What follows belongs to an exercise in optimizing a design on an open flow for small area and a short achievable clock period; a production flow would make more cautious choices.
In this exercise RTL edits were held to simulation tests only and were not proved equivalent to the original.

==> v9 <==
Design div64_top, start of the top module:
module div64_top (
  input          clk,
  input  [63:0]  a,
  input  [63:0]  b,
  output [63:0]  quotient,
  output [63:0]  remainder
);
  reg  [63:0] a_q;
  reg  [63:0] b_q;
  reg  [63:0] q_q;
  reg  [63:0] r_q;
  wire [63:0] q;
  wire [63:0] r;
  divider u_core (.a(a_q), .b(b_q), .quotient(q), .remainder(r));
  always @(posedge clk) begin
    a_q <= a;
    b_q <= b;
    q_q <= q;
    r_q <= r;
  end
  assign quotient  = q_q;
  assign remainder = r_q;
endmodule
clock: 350.0 ns
lec_check: 0
abc_area: 0
cap_margin: 50
core_margin: 2
core_utilization: 55
gpl_timing_driven: 0
slew_margin: 40
synth_hierarchical: 1
standard.sh (not shown) runs the stock make flow with config.mk's settings and CLKGATE_MAP_FILE= SYNTH_SCRIPT=/design/flow/synth_recipe.tcl, a recipe that flattens the netlist after the stock synthesis.
==> flow/flow/run.sh <==
#!/bin/bash
# Layout flow: the standard flow (standard.sh, its synthesis included)
# with these additions (the clock and the constraints stay the design's):
#  - after floorplanning, downsize.tcl sets logic cells that synthesis had
#    given a larger drive back to drive strength 1;
#  - ports are buffered with sky130_fd_sc_hd__buf_1;
#  - before detailed placement, repair.tcl runs the resizer's timing repair
#    with a setup margin.
# Every tool's output goes to a log file in this folder.
set -euo pipefail
W=$(pwd)
export POST_FLOORPLAN_TCL="$W/flow/downsize.tcl"
export BUFFER_PORTS_ARGS="-buffer_cell sky130_fd_sc_hd__buf_1"
export PRE_DETAIL_PLACE_TCL="$W/flow/repair.tcl"
export MY_SETUP_MARGIN=279.5
bash standard.sh > log_layout.txt 2>&1
==> flow/flow/downsize.tcl <==
# POST_FLOORPLAN_TCL: logic cells that synthesis gave a larger drive go back
# to drive strength 1 (same function); the timing repair after placement
# sizes up what the critical path needs.
set db [ord::get_db]
set block [[$db getChip] getBlock]
set n 0
foreach inst [$block getInsts] {
  set m [[$inst getMaster] getName]
  if { [regexp {^(sky130_fd_sc_hd__(a21oi|a22oi|a211oi|a221oi|a222oi|nor2|nor3|nor4|nand2|nand3|nand4|o21ai|o22ai|mux2|mux2i|xor2|xnor2|inv|and2|or2|a21o|o21a))_([0-9]+)$} $m -> base fn size] } {
    if { $size == 1 } { continue }
    set nm [$db findMaster ${base}_1]
    if { $nm != "NULL" && $nm != "" } {
      $inst swapMaster $nm
      incr n
    }
  }
}
puts "downsize: $n instances set to drive strength 1"
==> flow/flow/repair.tcl <==
# Sourced before detailed placement (PRE_DETAIL_PLACE_TCL): the resizer's
# timing repair on the placed design with a setup margin, so that it
# shortens the critical path although the clock period is met with room.
# Pin swapping and gate cloning are left out (they change the netlist's
# structure beyond sizing and buffering).
source $::env(PLATFORM_DIR)/setRC.tcl
if { [env_var_exists_and_non_empty DONT_USE_CELLS] } {
  set_dont_use $::env(DONT_USE_CELLS)
}
estimate_parasitics -placement
report_worst_slack
log_cmd repair_timing -setup -setup_margin $::env(MY_SETUP_MARGIN) -repair_tns 0 \
  -skip_gate_cloning -skip_pin_swap
estimate_parasitics -placement
report_worst_slack
report_design_area
==> v21 (differences from v9) <==
==> flow/flow/run.sh (replaced) <==
#!/bin/bash
# Layout flow: the standard flow (standard.sh, its synthesis included),
# with one addition: before detailed placement, repair.tcl runs the
# resizer's timing repair with a setup margin (the clock and the
# constraints stay the design's). Every tool's output goes to a log file
# in this folder.
set -euo pipefail
W=$(pwd)
export PRE_DETAIL_PLACE_TCL="$W/flow/repair.tcl"
export MY_SETUP_MARGIN=279.5
bash standard.sh > log_layout.txt 2>&1
- CORE_UTILIZATION: 55 -> 35
removed: flow/flow/downsize.tcl
==> impl_metrics.toml <==
[timing]
setup_ws_ns = 266.12

[global_routing]
met3_usage = 0.134
antenna_found_initial = 15

[outcome]
status = "finished clean"

[critical_path]
ff2ff_setup_slack_ns = 266.12

[cells_and_area]
area_growth_pct = 12.0
Source of the figures above: v9

==> impl_metrics.toml <==
[clock_network]
post_cts_buffers = 0

[critical_path]
ff2ff_setup_slack_ns = 270.13

[timing]
setup_ws_ns = 270.13

[global_routing]
top_usage_layer = "met2"
antenna_found_initial = 21
met3_usage = 0.0701

[outcome]
status = "finished clean"
Source of the figures above: v21


* * *

==> v33: inputs <==
div64_top, a different RTL version from the one above (not shown whole).
## div64_top
module div64_top (
  input          clk,
  input  [63:0]  a,
  input  [63:0]  b,
  output [63:0]  quotient,
  output [63:0]  remainder
);
clock: 350.0 ns
lec_check: 0
abc_area: 0
cap_margin: 50
core_margin: 2
core_utilization: 35
gpl_timing_driven: 0
slew_margin: 40
synth_hierarchical: 1
==> flow/flow/run.sh <==
#!/bin/bash
# Layout flow: the standard flow (standard.sh, its synthesis included)
# with these additions (the clock and the constraints stay the design's):
#  - after floorplanning, downsize.tcl sets logic cells that synthesis had
#    given a larger drive back to drive strength 1;
#  - ports are buffered with sky130_fd_sc_hd__buf_1;
#  - before detailed placement, repair.tcl runs the resizer's timing repair
#    with a setup margin.
# Every tool's output goes to a log file in this folder.
set -euo pipefail
W=$(pwd)
export POST_FLOORPLAN_TCL="$W/flow/downsize.tcl"
export BUFFER_PORTS_ARGS="-buffer_cell sky130_fd_sc_hd__buf_1"
export PRE_DETAIL_PLACE_TCL="$W/flow/repair.tcl"
export MY_SETUP_MARGIN=279.5
bash standard.sh > log_layout.txt 2>&1
==> flow/flow/downsize.tcl <==
# POST_FLOORPLAN_TCL: logic cells that synthesis gave a larger drive go back
# to drive strength 1 (same function); the timing repair after placement
# sizes up what the critical path needs.
set db [ord::get_db]
set block [[$db getChip] getBlock]
set n 0
foreach inst [$block getInsts] {
  set m [[$inst getMaster] getName]
  if { [regexp {^(sky130_fd_sc_hd__(a21oi|a22oi|a211oi|a221oi|a222oi|nor2|nor3|nor4|nand2|nand3|nand4|o21ai|o22ai|mux2|mux2i|xor2|xnor2|inv|and2|or2|a21o|o21a))_([0-9]+)$} $m -> base fn size] } {
    if { $size == 1 } { continue }
    set nm [$db findMaster ${base}_1]
    if { $nm != "NULL" && $nm != "" } {
      $inst swapMaster $nm
      incr n
    }
  }
}
puts "downsize: $n instances set to drive strength 1"
Scripts as last shown in full above: flow/flow/repair.tcl
==> v39: changes against v33 <==
--- a/flow/flow/run.sh
+++ b/flow/flow/run.sh
@@ -14,3 +14,3 @@
 export PRE_DETAIL_PLACE_TCL="$W/flow/repair.tcl"
-export MY_SETUP_MARGIN=279.5
+export MY_SETUP_MARGIN=279.2
 bash standard.sh > log_layout.txt 2>&1
--- a/flow/flow/repair.tcl
+++ b/flow/flow/repair.tcl
@@ -3,3 +3,5 @@
 # shortens the critical path although the clock period is met with room.
-# Pin swapping and gate cloning are left out (they change the netlist's
+# The wire resistance and capacitance per micron are taken 12% above the
+# platform's placement estimate, as routed wires come out longer. Pin
+# swapping and gate cloning are left out (they change the netlist's
 # structure beyond sizing and buffering).
@@ -9,2 +11,3 @@
 }
+set_wire_rc -signal -resistance [expr {8.929e-04 * 1.12}] -capacitance [expr {1.72375e-04 * 1.12}]
 estimate_parasitics -placement
@@ -16 +19,2 @@
 report_design_area
+source $::env(PLATFORM_DIR)/setRC.tcl
--- a/flow/config.mk
+++ b/flow/config.mk
@@ -10,3 +10,3 @@
 export CORE_MARGIN = 2
-export CORE_UTILIZATION = 35
+export CORE_UTILIZATION = 45
 export GPL_TIMING_DRIVEN = 0
==> v24: changes against v33 <==
--- a/flow/config.mk
+++ b/flow/config.mk
@@ -8,7 +8,7 @@
 export ABC_AREA = 0
-export CAP_MARGIN = 50
+export CAP_MARGIN = 10
 export CORE_MARGIN = 2
-export CORE_UTILIZATION = 35
+export CORE_UTILIZATION = 45
 export GPL_TIMING_DRIVEN = 0
-export SLEW_MARGIN = 40
+export SLEW_MARGIN = 10
 export SYNTH_HIERARCHICAL = 1
==> results by group <==
Worst setup path
  – Crit path buffers/inverters: 47
  – Arrival time reported for the critical path endpoint: 73.58 ns

Outcome
  – Status: finished clean

Detailed routing
  – Wire per inst: 29.5 µm

Final layout
  – Final core utilization: 49.5%
  – Final Cell Area: 0.148 mm²

Hold path
  – Number of cells on the worst hold path: 7
# the run above: v39

==> results by group <==
Hold path
  – Number of cells on the worst hold path: 7

Worst setup path
  – Arrival time reported for the critical path endpoint: 74.55 ns

Final layout
  – Final core utilization: 38.7%
  – Final Cell Area: 0.149 mm²

Outcome
  – Status: finished clean

Detailed routing
  – Wire per inst: 27.8 µm
# the run above: v33

==> results by group <==
Outcome
  – Status: failed layout checks
  – Layout check fault list: slew limit

Worst setup path
  – Crit path buffers/inverters: 47

Final layout
  – Final core utilization: 48.1%

STA
  – Max-slew violation count: 32

Hold path
  – Number of cells on the worst hold path: 8
# the run above: v24

[static timing again, ports no longer ideal]
In the flow no input, the clock included, has a driving cell. The finished layouts below were timed again as built, in two steps.
Step 1: set_driving_cell puts a clkbuf_16 on clk and a buf_2 on each other input, an assumption about the parent block.
Step 2, shift: input delay + t, output delay - t, t = (earliest + latest rising clock arrival at the registers) / 2. This alone moves slack from input paths to output paths.
a / b / c = no drivers / after step 1 / after step 2; a / b = the first two.
run | t, ns | setup slack, ns | slew at the worst register clock pin (ns)
v9 | 0.839 | 266.123 / 266.123 / 266.123 | 0.08 / 0.08
v21 | 0.847 | 270.134 / 270.134 / 270.134 | 0.07 / 0.07
v33 | 0.856 | 276.028 / 276.028 / 276.028 | 0.08 / 0.08
v39 | 0.817 | 276.978 / 276.978 / 276.978 | 0.07 / 0.07
v24 | 0.810 | 276.113 / 276.113 / 276.113 | 0.07 / 0.07
